Source: an optimization exercise on an open RTL-to-GDS flow (aim: small area). Production flows keep margins and buffers that such runs may drop.
The RTL was checked by simulation tests, not by an equivalence proof against the original design.

==> nickel <==
## Multi_line
module Multi_line(
input clk ,
input rstn,
  input   [127:0]M_AXIS_MM2S_0_tdata,
  input   M_AXIS_MM2S_0_tvalid,
  input [4:0] MemRDcount,
  input        SampleValid,
  input [63:0] Sampledata,
  input        CalcOn,
  output[31:0] OutSumr,
  output[31:0] OutSumi
    );
==> module Multi_line, before the edit <==
module Multi_line(
input clk ,
input rstn,
  input   [127:0]M_AXIS_MM2S_0_tdata,
  input   M_AXIS_MM2S_0_tvalid,
  input [4:0] MemRDcount,
  input        SampleValid,
  input [63:0] Sampledata,
  input        CalcOn,
  output[31:0] OutSumr,
  output[31:0] OutSumi
    );
reg [31:0] LineMEM [0:31];
reg [5:0] MemWRcount;
always @(posedge clk or negedge rstn)
	if (!rstn) MemWRcount <= 6'h00;
     else if (M_AXIS_MM2S_0_tvalid) MemWRcount <= MemWRcount + 1;
always @(posedge clk)
	if (M_AXIS_MM2S_0_tvalid && !MemWRcount[5]) LineMEM[MemWRcount[4:0]] <= M_AXIS_MM2S_0_tdata[31:0];
wire signed [24:0] ar = Sampledata[24:0];
wire signed [24:0] ai = Sampledata[56:32];
wire signed [25:0] sp = ar + ai;
wire signed [25:0] sm = ai - ar;
wire [31:0] Rd = LineMEM[MemRDcount];
wire signed [15:0] br = Rd[15:0];
wire signed [15:0] bi = Rd[31:16];
wire signed [16:0] bt = br + bi;
reg [76:0] Samp;
reg [48:0] Coef;
always @(posedge clk)
	Samp <= {ar, sp, sm};
always @(posedge clk or negedge rstn)
	if (!rstn) Coef <= 49'h0;
	else Coef <= {br, bi, bt};
wire [31:0] Mulr;
wire [31:0] Muli;
Compx_4_Mull Compx_4_Mull_inst(
.ar(Samp[76:52]),
.sp(Samp[51:26]),
.sm(Samp[25:0]),
.br(Coef[48:33]),
.bi(Coef[32:17]),
.bt(Coef[16:0]),
.pr(Mulr),
.pi(Muli)
);
reg [31:0] P2r, P2i;
always @(posedge clk) begin
	P2r <= Mulr; P2i <= Muli;
end
reg [31:0] P3r, P3i, P4r, P4i;
always @(posedge clk) begin
	P3r <= P2r; P3i <= P2i;
	P4r <= P3r; P4i <= P3i;
end
reg [31:0] Sumr;
reg [31:0] Sumi;
always @(posedge clk or negedge rstn)
    if (!rstn) begin
         Sumr <= 32'h00000000;
         Sumi <= 32'h00000000;
            end
     else if (!(SampleValid || CalcOn)) begin
         Sumr <= 32'h00000000;
         Sumi <= 32'h00000000;
            end
     else  begin
         Sumr <= Sumr + P4r;
         Sumi <= Sumi + P4i;
            end
  assign OutSumr = Sumr;
  assign OutSumi = Sumi;
endmodule
==> flow/config.mk <==
export PLATFORM = sky130hd
export DESIGN_NAME = Multi_line
export DESIGN_NICKNAME = Multi_line
export VERILOG_FILES = /design/flow/design.v
export SDC_FILE = /design/flow/constraint.sdc
export NUM_CORES = 4
export LEC_CHECK = 0
export CAP_MARGIN = 10
export CORE_MARGIN = 2
export CORE_UTILIZATION = 60
export PLACE_DENSITY_LB_ADDON = 0.2
export SLEW_MARGIN = 10
==> flow/constraint.sdc <==
create_clock -name core_clock -period 10.0 [get_ports {clk}]
set_input_delay 2.0000 -clock core_clock [delete_from_list [all_inputs] [get_ports {clk}]]
set_output_delay 2.0000 -clock core_clock [all_outputs]
set_load 0.01 [all_outputs]
standard.sh (not shown) runs the stock make flow with config.mk's settings and CLKGATE_MAP_FILE= SYNTH_SCRIPT=/design/flow/synth_recipe.tcl, a recipe that flattens the netlist after the stock synthesis.
==> flow/flow/run.sh <==
#!/bin/bash
# Own flow: the standard layout (standard.sh) with these changes:
#  - synthesis maps the combinational logic with an area-oriented ABC script
#    (flow/abc_area.script) instead of ORFS's delay-oriented one;
#  - after Yosys extracts full adders, flow/fa_polarity.py flips adders (a full
#    adder is self-dual) so that fewer inverters are left between them;
#  - adders ($lcu) use Yosys's Sklansky prefix map instead of Kogge-Stone;
#  - ports are buffered with buf_1, and CTS uses clkbuf_4 buffers and no
#    dummy loads.
# Registers (dfflibmap) and every other step are ORFS's own.
set -euo pipefail
W=$(pwd)
rm -rf "$W/scripts_area"
cp -r "$FLOW_HOME/scripts" "$W/scripts_area"
cp "$W/flow/abc_area.script" "$W/scripts_area/abc_speed.script"
python3 "$W/flow/patch_synth.py" "$W/scripts_area/synth.tcl" "$W/flow/fa_polarity.py"
bash standard.sh SCRIPTS_DIR="$W/scripts_area" \
  "SYNTH_OPERATIONS_ARGS=-extra-map +/choices/sklansky.v" synth > "$W/flow_synth.log" 2>&1
bash standard.sh \
  "BUFFER_PORTS_ARGS=-buffer_cell sky130_fd_sc_hd__buf_1" \
  "CTS_ARGS=-sink_clustering_enable -repair_clock_nets -dont_use_dummy_load -buf_list sky130_fd_sc_hd__clkbuf_4" \
  finish > "$W/flow_finish.log" 2>&1
==> flow/flow/abc_area.script <==
strash
dch
amap
Other scripts of this flow, unchanged in this note and not shown: flow/flow/fa_polarity.py, flow/flow/patch_synth.py
==> quartz: changes against nickel <==
--- a/flow/design.v
+++ b/flow/design.v
@@ -4352,3 +4352,10 @@
 wire signed [25:0] sm = ai - ar;
-wire [31:0] Rd = LineMEM[MemRDcount];
+wire [31:0] RdSel = 32'd1 << MemRDcount;
+reg [31:0] Rd;
+integer n;
+always @* begin
+	Rd = 32'h00000000;
+	for (n = 0; n < 32; n = n + 1)
+		Rd = Rd | (LineMEM[n] & {32{RdSel[n]}});
+end
 wire signed [15:0] br = Rd[15:0];
==> pepper: changes against nickel <==
--- a/flow/design.v
+++ b/flow/design.v
@@ -4352,3 +4352,10 @@
 wire signed [25:0] sm = ai - ar;
-wire [31:0] Rd = LineMEM[MemRDcount];
+wire [31:0] RdSel = 32'd1 << MemRDcount;
+reg [31:0] Rd;
+integer n;
+always @* begin
+	Rd = 32'h00000000;
+	for (n = 0; n < 32; n = n + 1)
+		Rd = Rd | (LineMEM[n] & {32{RdSel[n]}});
+end
 wire signed [15:0] br = Rd[15:0];
==> flow/flow/abc_area.script (replaced) <==
strash
dch
amap
strash
dch
amap
strash
dch
amap
==> notes.md <==
quantity                                                              nickel                   quartz                   pepper
Outcome                                              complete, no violations  complete, no violations  complete, no violations
Met2 GRT Util                                                          0.558                    0.574                    0.569
Share of cells above drive strength 1                                 0.0818                    0.100                    0.108
Netlist area before placement                                     77900 um^2               76800 um^2               76100 um^2
Final-stage net count                                                   8315                     8417                     8221
Sum of net half-perimeters after detailed placement                   149 mm                   160 mm                   162 mm
Portion of the layout cell area used by clock cells                   0.0319                   0.0318                   0.0321
Global Route met1 Usage                                                0.438                    0.391                    0.408
Total number of placement rows                                           132                      131                      130
Relative slew slack                                                    0.173                    0.134                    0.181
Die boundary height                                                   364 um                   362 um                   360 um
Post-synthesis cell count                                               6525                     6503                     6318
Launching element of the worst setup path                            Coef[5]                  Coef[5]                 Coef[36]
Area grow syn2layout                                                   9.22%                    10.3%                    10.4%
Reg area                                                          39100 um^2               39100 um^2               39100 um^2

---

==> run G <==
RTL: one of the versions met above, not the one the previous note started from.
==> flow/config.mk <==
export PLATFORM = sky130hd
export DESIGN_NAME = Multi_line
export DESIGN_NICKNAME = Multi_line
export VERILOG_FILES = /design/flow/design.v
export SDC_FILE = /design/flow/constraint.sdc
export NUM_CORES = 4
export LEC_CHECK = 0
export CAP_MARGIN = 10
export CORE_MARGIN = 2
export CORE_UTILIZATION = 60
export PLACE_DENSITY_LB_ADDON = 0.2
export SLEW_MARGIN = 10
==> flow/constraint.sdc <==
create_clock -name core_clock -period 10.0 [get_ports {clk}]
set_input_delay 2.0000 -clock core_clock [delete_from_list [all_inputs] [get_ports {clk}]]
set_output_delay 2.0000 -clock core_clock [all_outputs]
set_load 0.01 [all_outputs]
==> flow/flow/abc_area.script <==
strash
dch
amap
strash
dch
amap
Scripts as last shown in full above: flow/flow/run.sh
Other scripts of this flow, unchanged in this note and not shown: flow/flow/fa_polarity.py, flow/flow/patch_synth.py
==> inputs of run A, as changes to run G <==
==> flow/flow/abc_area.script (replaced) <==
strash
dc2
dch
amap
==> impl_metrics.prom <==
# TYPE chip_impl_metric gauge
chip_impl_metric{name="die_y",unit="um"} 357.5
chip_impl_info{name="failed_layout_checks",value="negative setup slack"} 1
chip_impl_metric{name="setup_violations",unit=""} 3
chip_impl_info{name="outcome",value="finished with violations"} 1
chip_impl_metric{name="postLayoutSetupSlackWorst",unit="ns"} -0.1648
Source of the figures above: run A

==> impl_metrics.prom <==
# TYPE chip_impl_metric gauge
chip_impl_info{name="outcome",value="finished clean"} 1
chip_impl_metric{name="postLayoutSetupSlackWorst",unit="ns"} 0.5004
chip_impl_metric{name="setup_violations",unit=""} 0
chip_impl_metric{name="die_y",unit="um"} 360.9
Source of the figures above: run G


---

==> run a: inputs <==
Multi_line, a different RTL version from the one above (not shown whole).
export LEC_CHECK = 0
export CAP_MARGIN = 10
export CORE_MARGIN = 2
export CORE_UTILIZATION = 70
export PLACE_DENSITY_LB_ADDON = 0.2
export SLEW_MARGIN = 10
create_clock -name core_clock -period 10.0 [get_ports {clk}]
==> flow/flow/abc_area.script <==
strash
dch
amap
Scripts as last shown in full above: flow/flow/run.sh
Other scripts of this flow, unchanged in this note and not shown: flow/flow/fa_polarity.py, flow/flow/patch_synth.py
==> inputs of run b, as changes to run a <==
==> flow/flow/abc_area.script (replaced) <==
strash
dc2
dc2
dch -f
amap
CORE_UTILIZATION = 60   (was 70)
==> flow_summary.toml <==
[global_route]
grt_util_met3_pct = 10.6
grt_usage_pct = 41.4

[min_path]
hp-start = "P2i[3]"

[setup_path]
crit_top_cell = "fa_1"
crit_end = "P2i[24]"

[cells_and_area]
drive_above_1_share_pct = 8.35
clockNetworkAreaShare_pct = 3.12
multi_input_area_share_pct = 45.0

[run_status]
run_status = "no timing/DRC/antenna violations"

[timing]
finClkSkew_ns = 0.162

[placed_design]
dp_worst_setup_slack_ns = 0.813
Source of the figures above: run a

==> flow_summary.toml <==
[cts]
insertion_delay_ns = 1.28

[min_path]
hp-start = "P2i[0]"

[timing]
setup_viol = 8
finClkSkew_ns = 0.164
final.setup.worst_slack_ns = -0.472

[cells_and_area]
clockNetworkAreaShare_pct = 3.03
drive_above_1_share_pct = 15.9

[global_route]
grt_usage_pct = 36.4
grt_util_met3_pct = 8.63

[synthesis]
syn_inst = 6284

[run_status]
run_status = "complete, but fails checks"
violations = "setup timing"

[setup_path]
crit_path_end_kind = "flip-flop"
crit_end = "P2r[31]"
Source of the figures above: run b


---

==> fjord <==
Starting RTL as in the previous note.
Design Multi_line, start of the top module:
module Multi_line(
input clk ,
input rstn,
  input   [127:0]M_AXIS_MM2S_0_tdata,
  input   M_AXIS_MM2S_0_tvalid,
  input [4:0] MemRDcount,
  input        SampleValid,
  input [63:0] Sampledata,
  input        CalcOn,
  output[31:0] OutSumr,
  output[31:0] OutSumi
    );
reg [31:0] LineMEM [0:31];
reg [5:0] MemWRcount;
always @(posedge clk or negedge rstn)
	if (!rstn) MemWRcount <= 6'h00;
     else if (M_AXIS_MM2S_0_tvalid) MemWRcount <= MemWRcount + 1;
always @(posedge clk)
	if (M_AXIS_MM2S_0_tvalid && !MemWRcount[5]) LineMEM[MemWRcount[4:0]] <= M_AXIS_MM2S_0_tdata[31:0];
wire signed [24:0] ar = Sampledata[24:0];
wire signed [24:0] ai = Sampledata[56:32];
wire signed [25:0] sp = ar + ai;
wire signed [25:0] sm = ai - ar;
wire [31:0] Rd = LineMEM[MemRDcount];
wire signed [15:0] br = Rd[15:0];
wire signed [15:0] bi = Rd[31:16];
wire signed [16:0] bt = br + bi;
reg [76:0] Samp;
reg [48:0] Coef;
always @(posedge clk)
	Samp <= {ar, sp, sm};
always @(posedge clk or negedge rstn)
	if (!rstn) Coef <= 49'h0;
	else Coef <= {br, bi, bt};
wire [31:0] Mulr;
wire [31:0] Muli;
Compx_4_Mull Compx_4_Mull_inst(
.ar(Samp[76:52]),
.sp(Samp[51:26]),
.sm(Samp[25:0]),
.br(Coef[48:33]),
.bi(Coef[32:17]),
.bt(Coef[16:0]),
.pr(Mulr),
.pi(Muli)
);
reg [31:0] P2r, P2i;
always @(posedge clk) begin
	P2r <= Mulr; P2i <= Muli;
end
reg [31:0] P3r, P3i, P4r, P4i;
always @(posedge clk) begin
	P3r <= P2r; P3i <= P2i;
	P4r <= P3r; P4i <= P3i;
end
reg [31:0] Sumr;
reg [31:0] Sumi;
always @(posedge clk or negedge rstn)
    if (!rstn) begin
         Sumr <= 32'h00000000;
         Sumi <= 32'h00000000;
            end
     else if (!(SampleValid || CalcOn)) begin
         Sumr <= 32'h00000000;
         Sumi <= 32'h00000000;
            end
     else  begin
         Sumr <= Sumr + P4r;
         Sumi <= Sumi + P4i;
            end
  assign OutSumr = Sumr;
  assign OutSumi = Sumi;
endmodule
clock: 10.0 ns
lec_check: 0
cap_margin: 10
core_margin: 2
core_utilization: 60
place_density_lb_addon: 0.2
slew_margin: 10
Scripts as last shown in full above: flow/flow/run.sh
Other scripts of this flow, unchanged in this note and not shown: flow/flow/abc_area.script, flow/flow/fa_polarity.py, flow/flow/patch_synth.py
==> violet (differences from fjord) <==
--- a/flow/flow/run.sh
+++ b/flow/flow/run.sh
@@ -7,3 +7,3 @@
 #  - adders ($lcu) use Yosys's Sklansky prefix map instead of Kogge-Stone;
-#  - ports are buffered with buf_1, and CTS uses clkbuf_4 buffers and no
+#  - ports are buffered with buf_1, and CTS uses small clock buffers and no
 #    dummy loads.
@@ -20,3 +20,3 @@
   "BUFFER_PORTS_ARGS=-buffer_cell sky130_fd_sc_hd__buf_1" \
-  "CTS_ARGS=-sink_clustering_enable -repair_clock_nets -dont_use_dummy_load -buf_list sky130_fd_sc_hd__clkbuf_4" \
+  "CTS_ARGS=-sink_clustering_enable -repair_clock_nets -dont_use_dummy_load -buf_list {sky130_fd_sc_hd__clkbuf_4 sky130_fd_sc_hd__clkbuf_8}" \
   finish > "$W/flow_finish.log" 2>&1
--- a/flow/config.mk
+++ b/flow/config.mk
@@ -7,3 +7,3 @@
 export LEC_CHECK = 0
-export CAP_MARGIN = 10
+export CAP_MARGIN = 20
 export CORE_MARGIN = 2
@@ -11,2 +11,2 @@
 export PLACE_DENSITY_LB_ADDON = 0.2
-export SLEW_MARGIN = 10
+export SLEW_MARGIN = 20
==> flow_summary_export.csv <==
group,metric,value,unit
final_layout,nClkBuffers,211,
global_route,grt_pass1_vias,58300,
final_layout,final_cells,8811,
status,status,"no timing/DRC/antenna violations",
sta,fin_hold_ws,0.227,ns
detailed_routing,first_pass_iters,7,
global_route,gr-usage-all-layers,35.6,%
global_route,met1_usage,44.3,%
[end of results for violet]
==> flow_summary_export.csv <==
group,metric,value,unit
status,status,"no timing/DRC/antenna violations",
global_route,gr-usage-all-layers,36.0,%
final_layout,nClkBuffers,360,
final_layout,final_cells,8967,
detailed_routing,first_pass_iters,8,
[end of results for fjord]

[static timing again, ports no longer ideal]
In the flow no input, the clock included, has a driving cell. The finished layouts below were timed again as built, in two steps.
Step 1 sets driving cells, clkbuf_16 on the clock port and buf_2 on the other inputs (assumed; they add their load-dependent delay and slew).
Step 2 times the ports against the registers' clock, not the clock port: input delays grow and output delays shrink by t, the midpoint of the rising clock arrivals with the driver on.
Three values: ideal ports, drivers, drivers and shift; two values: the first two.
run | t, ns | slack for setup (ns) | hold WS [ns]
nickel | 1.357 | 0.703 / 0.703 / 0.703 | 0.262 / 0.262 / 0.262
quartz | 1.251 | 0.676 / 0.676 / -0.317 | 0.271 / 0.271 / 0.271
pepper | 1.275 | 0.431 / 0.431 / -0.166 | 0.269 / 0.269 / 0.269
run G of note 2 | 1.278 | 0.500 / 0.500 / -0.052 | 0.243 / 0.243 / 0.243
run A of note 2 | 1.331 | -0.165 / -0.165 / -0.165 | 0.252 / 0.252 / 0.252
run a of note 3 | 1.345 | 0.538 / 0.538 / 0.538 | 0.234 / 0.234 / 0.234
run b of note 3 | 1.287 | -0.472 / -0.472 / -0.472 | 0.263 / 0.263 / 0.263
fjord | 1.340 | 0.702 / 0.702 / 0.702 | 0.263 / 0.263 / 0.263
violet | 0.940 | 0.672 / 0.672 / 0.672 | 0.227 / 0.227 / 0.227
With both steps, setup timing fails in quartz, pepper and run G of note 2, where it was met with ideal ports. The setup slack of quartz, which loses most, moves by 0.000 ns with the drivers and by -0.993 ns with both steps.
